What follows belongs to an exercise in optimizing a design on an open flow for small area, a short achievable clock period and few clock cycles; a production flow would make more cautious choices. Only simulation tests tie the RTL to the original design; equivalence was not proved. Power and IR drop assume default switching activity.

Setup of the baseline:
## MyDesign
module MyDesign (
    input  wire        dut_run,
    output reg         dut_busy,
    input  wire        reset_b,
    input  wire        clk,
    output wire        input_sram_write_enable,
    output wire [11:0] input_sram_write_addresss,
    output wire [15:0] input_sram_write_data,
    output wire [11:0] input_sram_read_address,
    input  wire [15:0] input_sram_read_data,
    output reg         output_sram_write_enable,
    output wire [11:0] output_sram_write_addresss,
    output wire [15:0] output_sram_write_data,
    output wire [11:0] output_sram_read_address,
    input  wire [15:0] output_sram_read_data,
    output wire        scratchpad_sram_write_enable,
    output wire [11:0] scratchpad_sram_write_addresss,
    output wire [15:0] scratchpad_sram_write_data,
    output wire [11:0] scratchpad_sram_read_address,
    input  wire [15:0] scratchpad_sram_read_data,
    output wire        weights_sram_write_enable,
    output wire [11:0] weights_sram_write_addresss,
    output wire [15:0] weights_sram_write_data,
    output wire [11:0] weights_sram_read_address,
    input  wire [15:0] weights_sram_read_data
);
Size in the first run: ~2,700 cells after synthesis, ~470 flip-flops, roughly 0.028 sq mm of cells after synthesis.
clock: 11.0 ns
lec_check: 0
abc_area: 1
cap_margin: 20
core_margin: 2
core_utilization: 40
slew_margin: 20
synth_hierarchical: 1
synth_minimum_keep_size: 0
standard.sh (not shown) runs the stock make flow with config.mk's settings and CLKGATE_MAP_FILE= SYNTH_SCRIPT=/design/flow/synth_recipe.tcl, a recipe that flattens the netlist after the stock synthesis.
==> flow/flow/run.sh <==
#!/bin/bash
# Layout: the standard ORFS flow (standard.sh, unchanged synthesis),
# with repair_timing asked to keep a setup margin of 7.6 ns on the design's
# 11 ns clock, and the port buffers made as buf_2 cells.
# Each ORFS step writes its full log under orfs/logs; make's output goes to
# standard.log.
set -o pipefail
bash standard.sh SETUP_SLACK_MARGIN=7.6 "BUFFER_PORTS_ARGS=-buffer_cell sky130_fd_sc_hd__buf_2" finish > standard.log 2>&1
Testbench counts of the baseline, summed over its fixed seeds: cycles 13,944.
Input changes introduced in the candidate (baseline for comparison: the baseline):
--- a/flow/design.v
+++ b/flow/design.v
@@ -84,29 +84,29 @@
     begin
       for (j = 0; j < 4; j = j + 1) begin
         b2 = w[2*j+1]; b1 = w[2*j]; b0 = (j == 0) ? 1'b0 : w[2*j-1];
         booth[3*j]   = b1 ^ b0;
         booth[3*j+1] = (b2 & ~b1 & ~b0) | (~b2 & b1 & b0);
         booth[3*j+2] = b2;
       end
     end
   endfunction
-  reg [107:0] kd;
+  reg [71:0] kr;    
   wire ld = rd & (st == 3'd0);
   always @(posedge clk) begin
-    if (ld && q == 5'd1) kd[23:0]  <= {booth(weights_sram_read_data[7:0]), booth(weights_sram_read_data[15:8])};
-    if (ld && q == 5'd2) kd[47:24] <= {booth(weights_sram_read_data[7:0]), booth(weights_sram_read_data[15:8])};
-    if (ld && q == 5'd3) kd[71:48] <= {booth(weights_sram_read_data[7:0]), booth(weights_sram_read_data[15:8])};
-    if (ld && q == 5'd4) kd[95:72] <= {booth(weights_sram_read_data[7:0]), booth(weights_sram_read_data[15:8])};
-    if (ld && q == 5'd5) kd[107:96] <= booth(weights_sram_read_data[15:8]);
+    if (ld && q == 5'd1) kr[15:0]  <= {weights_sram_read_data[7:0], weights_sram_read_data[15:8]};
+    if (ld && q == 5'd2) kr[31:16] <= {weights_sram_read_data[7:0], weights_sram_read_data[15:8]};
+    if (ld && q == 5'd3) kr[47:32] <= {weights_sram_read_data[7:0], weights_sram_read_data[15:8]};
+    if (ld && q == 5'd4) kr[63:48] <= {weights_sram_read_data[7:0], weights_sram_read_data[15:8]};
+    if (ld && q == 5'd5) kr[71:64] <= weights_sram_read_data[15:8];
     if (sw) begin
-      kd[35:0] <= kd[107:72];
-      kd[107:72] <= kd[35:0];
+      kr[23:0] <= kr[71:48];
+      kr[71:48] <= kr[23:0];
     end
   end
   reg [15:0] x0, x1, x2, x3, x4, x5;
   reg [7:0]  x6;
   reg [8:0] ph;    
   always @(posedge clk) begin
     x0 <= input_sram_read_data;
     if (sw) begin
       x1 <= x3; x2 <= x0; x3 <= x1;
@@ -120,27 +120,27 @@
   wire [7:0] px0 = ph[0] ? x5[15:8] : x6[7:0];
   wire [7:0] px1 = ph[1] ? x5[7:0] : x5[15:8];
   wire [7:0] px2 = ph[2] ? x4[15:8] : x5[7:0];
   wire [7:0] px3 = ph[3] ? x3[15:8] : x4[7:0];
   wire [7:0] px4 = ph[4] ? x3[7:0] : x3[15:8];
   wire [7:0] px5 = ph[5] ? x2[15:8] : x3[7:0];
   wire [7:0] px6 = ph[6] ? x1[15:8] : x2[7:0];
   wire [7:0] px7 = ph[7] ? x1[7:0] : x1[15:8];
   wire [7:0] px8 = ph[8] ? x0[15:8] : x1[7:0];
-  wire [11:0] kd0 = kd[11:0];
-  wire [11:0] kd1 = kd[23:12];
-  wire [11:0] kd2 = kd[35:24];
-  wire [11:0] kd3 = kd[47:36];
-  wire [11:0] kd4 = kd[59:48];
-  wire [11:0] kd5 = kd[71:60];
-  wire [11:0] kd6 = kd[83:72];
-  wire [11:0] kd7 = kd[95:84];
-  wire [11:0] kd8 = kd[107:96];
+  wire [11:0] kd0 = booth(kr[7:0]);
+  wire [11:0] kd1 = booth(kr[15:8]);
+  wire [11:0] kd2 = booth(kr[23:16]);
+  wire [11:0] kd3 = booth(kr[31:24]);
+  wire [11:0] kd4 = booth(kr[39:32]);
+  wire [11:0] kd5 = booth(kr[47:40]);
+  wire [11:0] kd6 = booth(kr[55:48]);
+  wire [11:0] kd7 = booth(kr[63:56]);
+  wire [11:0] kd8 = booth(kr[71:64]);
   wire y0_0_0 = (kd0[0] & px0[0]) ^ kd0[2];
   wire y0_0_1 = ((kd0[0] & px0[1]) | (kd0[1] & px0[0])) ^ kd0[2];
   wire y0_0_2 = ((kd0[0] & px0[2]) | (kd0[1] & px0[1])) ^ kd0[2];
   wire y0_0_3 = ((kd0[0] & px0[3]) | (kd0[1] & px0[2])) ^ kd0[2];
   wire y0_0_4 = ((kd0[0] & px0[4]) | (kd0[1] & px0[3])) ^ kd0[2];
   wire y0_0_5 = ((kd0[0] & px0[5]) | (kd0[1] & px0[4])) ^ kd0[2];
   wire y0_0_6 = ((kd0[0] & px0[6]) | (kd0[1] & px0[5])) ^ kd0[2];
   wire y0_0_7 = ((kd0[0] & px0[7]) | (kd0[1] & px0[6])) ^ kd0[2];
   wire y0_0_8 = ((kd0[0] & px0[7]) | (kd0[1] & px0[7])) ^ kd0[2];
--- outcome ---
- Looking at the reports, the candidate completed the entire flow and the layout it produced met the timing, design-rule and antenna checks.
- As far as number of stages on the worst setup path goes, the baseline and the candidate are indistinguishable; the numbers are identical.
- nand2_1 as the most common cell after layout, fill and taps aside was reported by the candidate, and dfxtp_1 by the baseline.
- In the tables for the candidate and the baseline, first-pass GRT wire length reads higher with the baseline.
- Comparing number of inserted diodes for the candidate and the baseline, the smaller number came from the baseline.
- Summary: hold slack, the candidate better than the baseline
- The baseline and the candidate ended up with roughly the same share of the clock period used by the worst path.
- Compared with the baseline, the candidate shows a adder-cell share of the synthesized area that is 0.57 points higher.
- Changes observed in the candidate relative to the baseline: combinational power share moved up, via count up 335.
Testbench counts of the candidate, summed over its fixed seeds: cycles 13,944.

what the ideal ports hide:
The flow's constraints put no driver on any port. The routed layouts listed below were extracted and timed again, unchanged, in two steps. Step 1 assumes that a clkbuf_16 drives the clock port and a buf_2 every other input. Step 2 times the ports against the registers' clock, not the clock port: input delays grow and output delays shrink by t, the midpoint of the rising clock arrivals with the driver on. a / b / c = no drivers / after step 1 / after step 2; a / b = the first two.
| run | t (ns) | setup WS [ns] | worst setup path at the end | worst data-port slew with drivers (ns) |
|---|---|---|---|---|
| the baseline | 0.663 | 7.621 / 7.621 / 7.193 | input to register | 0.04 |
| the candidate | 0.651 | 7.613 / 7.613 / 7.377 | input to register | 0.05 |
After both steps setup and hold are still met in every run listed. For the baseline, which loses most, drivers alone change the setup slack by 0.000 ns; drivers and shift together by -0.428 ns.
